This is an optimization exercise on Yosys and OpenROAD, whose aim is small area, not a production implementation.
Function was checked by simulation only, so behaviour that the tests miss may differ from the original.
The flow treats the clock pin as an ideal source. Dropping or thinning the clock tree relies on that and would not hold on a real chip.
Power is estimated from default activity; no workload was simulated.

==> design/flow/design.v <==
`timescale 1ns / 1ps
module Receiver(
    input clk_i,
    input rst_i,
    input RXD_i,
    output [7:0] data,
    output state,
    input first
    );
    reg [7:0] data_buff;
    reg busy;
    reg [4:0] h;
    wire w;
    wire h16 = h[4] & ~h[1] & ~h[0];
    wire h30 = h[4] & h[1] & ~h[0];
    wire run = busy & ~h16 & ~h30;
    wire e = run & w | busy & h30;
    wire we = w & h[0] & ~h[4];
    wire hc0 = e;
    wire hc1 = hc0 & h[0];
    wire hc2 = hc1 & h[1];
    wire hc3 = hc2 & h[2];
    wire hc4 = hc3 & h[3];
    wire [4:0] hc = {hc4, hc3, hc2, hc1, hc0};
    HalfBit timer(.clk_i(clk_i), .run(run), .w(w));
    always @(posedge clk_i or posedge rst_i)
        if (rst_i) begin
            busy <= 1'b0;
        end else begin
            if (!busy)
                busy <= ~RXD_i;
            else if (h16 && RXD_i)
                busy <= 1'b0;
        end
    wire [7:0] din = {RXD_i ^ (data_buff[5] & ~data_buff[6]), RXD_i ^ data_buff[5], {6{RXD_i}}};
    integer i;
    always @(posedge clk_i) begin
        h <= busy ? h ^ hc : {4'b1111, ~first | h16};
        for (i = 0; i < 8; i = i + 1)
            if (we && h[3:1] == i)
                data_buff[i] <= din[i];
    end
    assign data = data_buff;
    assign state = ~busy & h16;
endmodule
module HalfBit(
    input clk_i,
    input run,
    output w
    );
    reg [12:0] t;
    assign w = t[1] & t[2] & t[3] & ~t[4] & t[5] & ~t[7] & ~t[8] & ~t[9] & t[10] & t[11] & t[12];
    wire g = run & ~w;
    always @(posedge clk_i)
        t <= g ? {~t[11:0], t[3] ^ t[12]} : 13'h1fff;
endmodule
`timescale 1ns / 1ps
module Transceiver(
    input clk_i,
    input rst_i,
    output reg TXD_o,
    input state,
    output first,
    input [7:0] data
    );
    reg busy;
    reg [4:0] h;
    reg c;
    wire w;
    wire h17 = h[4] & ~h[1] & h[0];
    wire fin = busy & h17 & ~c & ~state;
    wire h30 = h[4] & h[1] & ~h[0];
    wire run = busy & ~h30 & ~fin;
    assign first = c & ~busy;
    wire [2:0] j = h[3:1];
    wire ev = run & w & ~h[0] & ~h[4];
    wire x = j == 3'd5;
    wire d = data[j];
    wire hc0 = run & w | busy & h30;
    wire hc1 = hc0 & h[0];
    wire hc2 = hc1 & h[1];
    wire hc3 = hc2 & h[2];
    wire hc4 = hc3 & h[3];
    wire [4:0] hc = {hc4, hc3, hc2, hc1, hc0};
    HalfBit timer(.clk_i(clk_i), .run(run), .w(w));
    always @(posedge clk_i or posedge rst_i)
        if (rst_i)
            TXD_o <= 1'b1;
        else if (fin)
            TXD_o <= 1'b1;
        else if (busy & h[4] & h[1])
            TXD_o <= 1'b0;
        else if (ev)
            TXD_o <= d ^ x;
    always @(posedge clk_i)
        if (rst_i) begin
            busy <= 1'b0;
            c <= 1'b1;
        end else begin
            if (state)
                busy <= 1'b1;
            else if (fin)
                busy <= 1'b0;
            if (!busy)
                c <= c & ~state;
            else if (state & ~h17)
                c <= 1'b1;
            else if (h17 & ~state)
                c <= 1'b0;
        end
    always @(posedge clk_i)
        h <= busy ? h ^ hc : {4'b1111, ~c};
endmodule
`timescale 1ns / 1ps
module RS_232_top(
    input clk_i, 
    input rst_i, 
    input RXD_i, 
    output TXD_o
    );
    wire state;
    wire first;
    wire [7:0] data;
    Receiver odbiornik(.clk_i(clk_i), .rst_i(rst_i), .RXD_i(RXD_i), .data(data), .state(state), .first(first));
    Transceiver nadajnik(.clk_i(clk_i), .rst_i(rst_i), .TXD_o(TXD_o), .data(data), .state(state), .first(first));
endmodule
==> design/flow/flow/run.sh <==
#!/bin/bash
# Own layout flow: the standard flow (standard.sh, all ORFS steps) with
#  - an area-oriented ABC script for the combinational logic (the registers
#    come out of synthesis exactly as in the standard synthesis),
#  - buf_1 cells as the port buffers,
set -euo pipefail
here=$(pwd)
rm -rf "$here/scripts"
cp -r "$FLOW_HOME/scripts" "$here/scripts"
cp "$here/flow/abc_area.script" "$here/scripts/abc_area.script"
bash "$here/standard.sh" SCRIPTS_DIR="$here/scripts" ABC_AREA=1 \
  BUFFER_PORTS_ARGS="-buffer_cell sky130_fd_sc_hd__buf_1" \
  CTS_ARGS="-sink_clustering_enable -repair_clock_nets -dont_use_dummy_load -buf_list sky130_fd_sc_hd__clkbuf_4" \
  POST_CTS_TCL="$here/flow/cts_fix.tcl" \
  finish > "$here/flow.log" 2>&1
==> design/flow/flow/abc_area.script <==
&get -n
&st
&dch -x
&nf -R 1000
&put
mfs3 -a
&get -n
&st
&dch -x
&nf -R 1000
&put
mfs3 -a
topo
==> design/flow/flow/cts_fix.tcl <==
set slew_limit 0.122
set sizes {sky130_fd_sc_hd__clkbuf_4 sky130_fd_sc_hd__buf_6 sky130_fd_sc_hd__clkbuf_8 sky130_fd_sc_hd__clkbuf_16}
set clk_net [get_nets [[[[ord::get_db_block] findBTerm clk_i] getNet] getName]]
set root_loads [get_pins -of_objects $clk_net -filter "direction==input"]
if { [llength $root_loads] == 1 } {
  set root [get_cells -of_objects [lindex $root_loads 0]]
  set root_out [get_pins -of_objects $root -filter "direction==output"]
  set leaf_loads [get_pins -of_objects [get_nets -of_objects $root_out] -filter "direction==input"]
  if { [llength $leaf_loads] <= 4 && [string match "*clkbuf*" [get_property $root ref_name]] } {
    puts "cts_fix: removing root clock buffer [get_full_name $root]"
    remove_buffers [list $root]
  }
}
proc worst_sink_slew { inst } {
  set out [get_pins -of_objects $inst -filter "direction==output"]
  set worst 0
  foreach p [get_pins -of_objects [get_nets -of_objects $out] -filter "direction==input"] {
    set s [get_property $p slew_max]
    if { $s > $worst } { set worst $s }
  }
  return $worst
}
set leaves [get_cells clkbuf_*]
foreach inst $leaves {
  replace_cell $inst [lindex $sizes 0]
}
estimate_parasitics -placement
# size up, one step at a time, the leaf with the worst slew over the limit
for { set pass 0 } { $pass < 16 } { incr pass } {
  set worst_inst ""
  set worst 0
  foreach inst $leaves {
    set s [worst_sink_slew $inst]
    if { $s > $slew_limit && $s > $worst } { set worst $s; set worst_inst $inst }
  }
  if { $worst_inst == "" } { break }
  set i [lsearch $sizes [get_property $worst_inst ref_name]]
  if { $i < 0 || $i + 1 >= [llength $sizes] } { break }
  set next [lindex $sizes [expr { $i + 1 }]]
  puts "cts_fix: [get_full_name $worst_inst] slew $worst -> $next"
  replace_cell $worst_inst $next
  estimate_parasitics -placement
}
foreach inst $leaves {
  puts "cts_fix: [get_full_name $inst] [get_property $inst ref_name] worst sink slew [worst_sink_slew $inst]"
}
detailed_placement
estimate_parasitics -placement
repair_timing -hold -hold_margin 0
detailed_placement
check_placement -verbose
==> design/flow/standard.sh <==
#!/bin/bash
# synth_recipe.tcl (not shown) runs the flow's synth.tcl, then flattens the netlist and writes it again
# the make line also repeats each setting of config.mk as NAME=value (left out here)
make -C /OpenROAD-flow-scripts/flow DESIGN_CONFIG=/design/flow/config.mk WORK_HOME=/design/flow/orfs CLKGATE_MAP_FILE= SYNTH_SCRIPT=/design/flow/synth_recipe.tcl "${@:-finish}"
==> design/flow/config.mk <==
export PLATFORM = sky130hd
export DESIGN_NAME = RS_232_top
export DESIGN_NICKNAME = RS_232_top
export VERILOG_FILES = /design/flow/design.v
export SDC_FILE = /design/flow/constraint.sdc
export NUM_CORES = 4
export LEC_CHECK = 0
export CAP_MARGIN = 20
export CORE_MARGIN = 2
export CORE_UTILIZATION = 40
export PLACE_DENSITY = 0.6
export SLEW_MARGIN = 20
==> design/flow/constraint.sdc <==
create_clock -name core_clock -period 10.0 [get_ports {clk_i}]
set_input_delay 2.0000 -clock core_clock [delete_from_list [all_inputs] [get_ports {clk_i}]]
set_output_delay 2.0000 -clock core_clock [all_outputs]
set_load 0.01 [all_outputs]
==> flow_summary.yaml <==
setup_path:
  worst-r2r-cell-count: 9
  r2r_setup_slack_ns: 7.76
  cp_max_delay_cell: "dfstp_2"
  worst_ep_required_time_ns: 8.00
  worst-path-max-fanout: 2
  path_type_of_the_worst_setup_path: "flip-flop to output port"
  startpoint: "nadajnik.TXD_o"
  critical_path.n_buffers_inverters: 1
  worst_setup_path_start_kind: "flip-flop"
  crit_path_cell_trace: "buf_1"
  timing.rr.start: "odbiornik.busy"
  critPathMaxStageDelay_ns: 0.55
  capture_instance_of_the_worst_register_to_register_path: "nadajnik.h[3]"
  endpoint_kind: "output port"
  timing.critical_path.arrival_ns: 0.86
  cp_top_family: "flip-flops"
floorplan:
  die_width_um: 69.1
  initial_standard_cell_utilization_of_the_core_pct: 42.0
  num_rows: 23
  core_area_um2: 4030
  fp.dieArea_um2: 4770
  floorplan.die.height_um: 69.1
  ioPinCount: 4
synth:
  yosysSeqAreaShare_pct: 62.1
  synth.cell_area_um2: 1690
  synthesis.area_per_instance_um2: 10.5
  ys.warnings.count: 3
  synth.top_cells.by_count: "nand2_1 (39), dfxtp_1 (38), nor2_1 (12), ha_1 (9), nand2b_1 (9)"
  ffs_w_async_s_r_synth_pct: 4.17
  synth_top_area_share_pct: 44.9
  synth_fp_nets: 174
  synthDistinctLibCells: 26
  synth.most_common_cell: "nand2_1"
  syn_inst: 162
  synthFlopType: "dfxtp_1"
  synth_area_leaders: "dfxtp_1 (45%), edfxtp_1 (14%), nand2_1 (8.6%), ha_1 (6.6%), nand2b_1 (3.3%)"
  postSynthRegisterBits: 48
  synth_top_area_cell: "dfxtp_1"
  number_of_enable_type_register_cells_in_the_synthesized_netlist: 8
clocking:
  clk_transition_reported_paths_ns: 0.11
  cts.sinks: 48
  clk_latency_ns: 0.17
route:
  drc_violation_count_after_routing: 0
  dr_total_vias: 1058
  detailedRoute.firstPassIterationCount: 4
  postRouteWirelength_mm: 2.42
  post_drt_via_cell_ratio: 4.83
  drtIter0Drc: 38
  wl_per_cell_um: 11.1
  antenna_violating_nets_post_route: 0
sta:
  setup_violations: 0
  worst_tran_pin_value_ns: 0.696
  rsz0062_at_grt: "no"
  setup_slack_ns: 7.14
  hold_ws_ns: 0.327
  fin_setup_tns_ns: 0
  final_clock_period_utilization_by_the_worst_path_pct: 28.6
  timing.max_slew.rel_slack_pct: 53.4
  post-route-min-period_ns: 2.86
  timing.final.max_slew_violations: 0
  max_freq_mhz: 350
  finalHoldViolCount: 0
  finClkSkew_ns: 0.0618
power:
  post-layout-total-power_uw: 422
  max_ir_drop_vdd_uv: 115
  cellLeakagePower_nw: 0.698
  power_density_nw_per_um2: 233
finish:
  area_growth_syn_to_layout_pct: 6.65
  fin_area_um2: 1810
  layout.filler_cells: 394
  antennaDiodeCount: 0
  fin_nets: 183
  final_cells: 219
  final_core_util_pct: 44.8
  final_layout_size_suffix_gt1_share_pct: 4.14
placement:
  place.port_buffers: 3
  post-place-ws_ns: 7.07
  placement.cell_area_um2: 1770
  place_inst: 215
  place_hpwl_mm: 1.82
  gp_congestion: 0.715
grt:
  pin_count_of_the_biggest_net_entering_global_routing: 14
  initial_antenna_violation_count: 0
  vias_in_the_first_global_route: 1000
  globalRoute.totalOverflow: 0
  grt_first_pass_wirelength_mm: 4.25
  grt_use_total_pct: 11.0
min_path:
  worstHoldEndpoint: "odbiornik.timer.t[12]"
  worstHoldStart: "odbiornik.timer.t[11]"
  timing.hold.worst_path_depth: 1
  worst_hold_check_path_type: "flip-flop to flip-flop"
flow_run:
  maxCapViolCount: 0
status:
  run_status: "no timing/DRC/antenna violations"
==> worst max-delay path by stage <==
stage / endpoint / slack (ns) / depth (start not counted)
after floorplan: odbiornik.data_buff[7] / 7.34 / 2
final: TXD_o / 7.14 / 1
after detailed placement: odbiornik.data_buff[7] / 7.07 / 3
after global routing: TXD_o / 7.09 / 1
after global placement: odbiornik.data_buff[7] / 7.09 / 3
==> power by group <==
group	internal, mW	leakage [nW]	switching, mW
Clock	0.0224	0.0199	0.0445
Combinational	0.0395	0.273	0.0454
Sequential	0.239	0.405	0.0307
==> cells in the final DEF (no fill, tap or decap), types with 2 or more instances in the layout <==
cell | netlist | layout
nand2_1 | 39 | 39
nor4_1 | 2 | 2
dfxtp_1 | 38 | 38
o21ai_0 | 7 | 7
a21oi_1 | 6 | 6
nor2b_1 | 2 | 2
nand3b_1 | 2 | 2
edfxtp_1 | 8 | 8
nor3_1 | 4 | 3
nand2b_1 | 9 | 9
clkbuf_4 | 0 | 3
and3_1 | 2 | 2
buf_1 | 0 | 3
xnor2_1 | 3 | 3
nand3_1 | 4 | 4
nand4_1 | 2 | 2
nor2_1 | 12 | 12
clkinv_1 | 4 | 4
ha_1 | 9 | 9
==> flip-flops by register name, indices dropped and copies added, names as in the netlist <==
signal,cells
nadajnik.h,5
odbiornik.h,5
odbiornik.busy,1
odbiornik.data_buff,8
nadajnik.timer.t,13
nadajnik.busy,1
nadajnik.c,1
odbiornik.timer.t,13
nadajnik.TXD_o,1
==> per-layer routing <==
| layer | wire length (µm) | part of all wire (%) | up-vias | track usage [%] |
|---|---|---|---|---|
| li1 | - | - | 563 | - |
| met1 | 1240 | 51 | 479 | 14.5 |
| met2 | 1040 | 43 | 13 | 16.5 |
| met3 | 107 | 4.4 | 3 | 4.09 |
| met4 | 32 | 1.3 | 0 | 3.92 |
| met5 | 0 | 0 | - | 0 |
==> cells by family (layout without fill, tap and decap cells) <==
family / count (synthesis) / after routing / synth area share [%]
compound gates: 16 / 16 / 5.10
simple gates: 79 / 79 / 21.2
buf+inv: 4 / 11 / 0.886
flops: 48 / 48 / 62.1
xor+xnor: 4 / 4 / 2.07
mux: 2 / 2 / 1.99
fa+ha+maj: 9 / 9 / 6.65
==> final cells by class <==
cell class | instances | area, µm² | area share, %
Clock buffer | 4 | 33.8 | 1.87
Inverter | 4 | 15.0 | 0.831
Multi-Input combinational cell | 110 | 632 | 35.0
Sequential cell | 48 | 1050 | 58.2
Tap cell | 50 | 62.6 | 3.46
Timing Repair Buffer | 3 | 11.3 | 0.623

==> afterwards: timing with drivers on the ports <==
The flow's constraints put no driver on any port. The routed layout listed below was extracted and timed again, unchanged, in two steps. Step 1 assumes that a clkbuf_16 drives the clock port and a buf_2 every other input. Step 2, shift: input delay + t, output delay - t, t = (earliest + latest rising clock arrival at the registers) / 2. This alone moves slack from input paths to output paths. Slacks: ideal / step 1 / step 2; pairs: ideal / step 1.
t (ns): 0.184
setup WS [ns]: 7.140 / 7.097 / 7.094
hold slack, ns: 0.327 / 0.327 / 0.327
worst setup path after step 2: input to register
clock arrival spread, ns: 0.062 / 0.062
After both steps setup and hold are still met in this run. For this run, drivers alone change the setup slack by -0.043 ns; drivers and shift together by -0.046 ns.
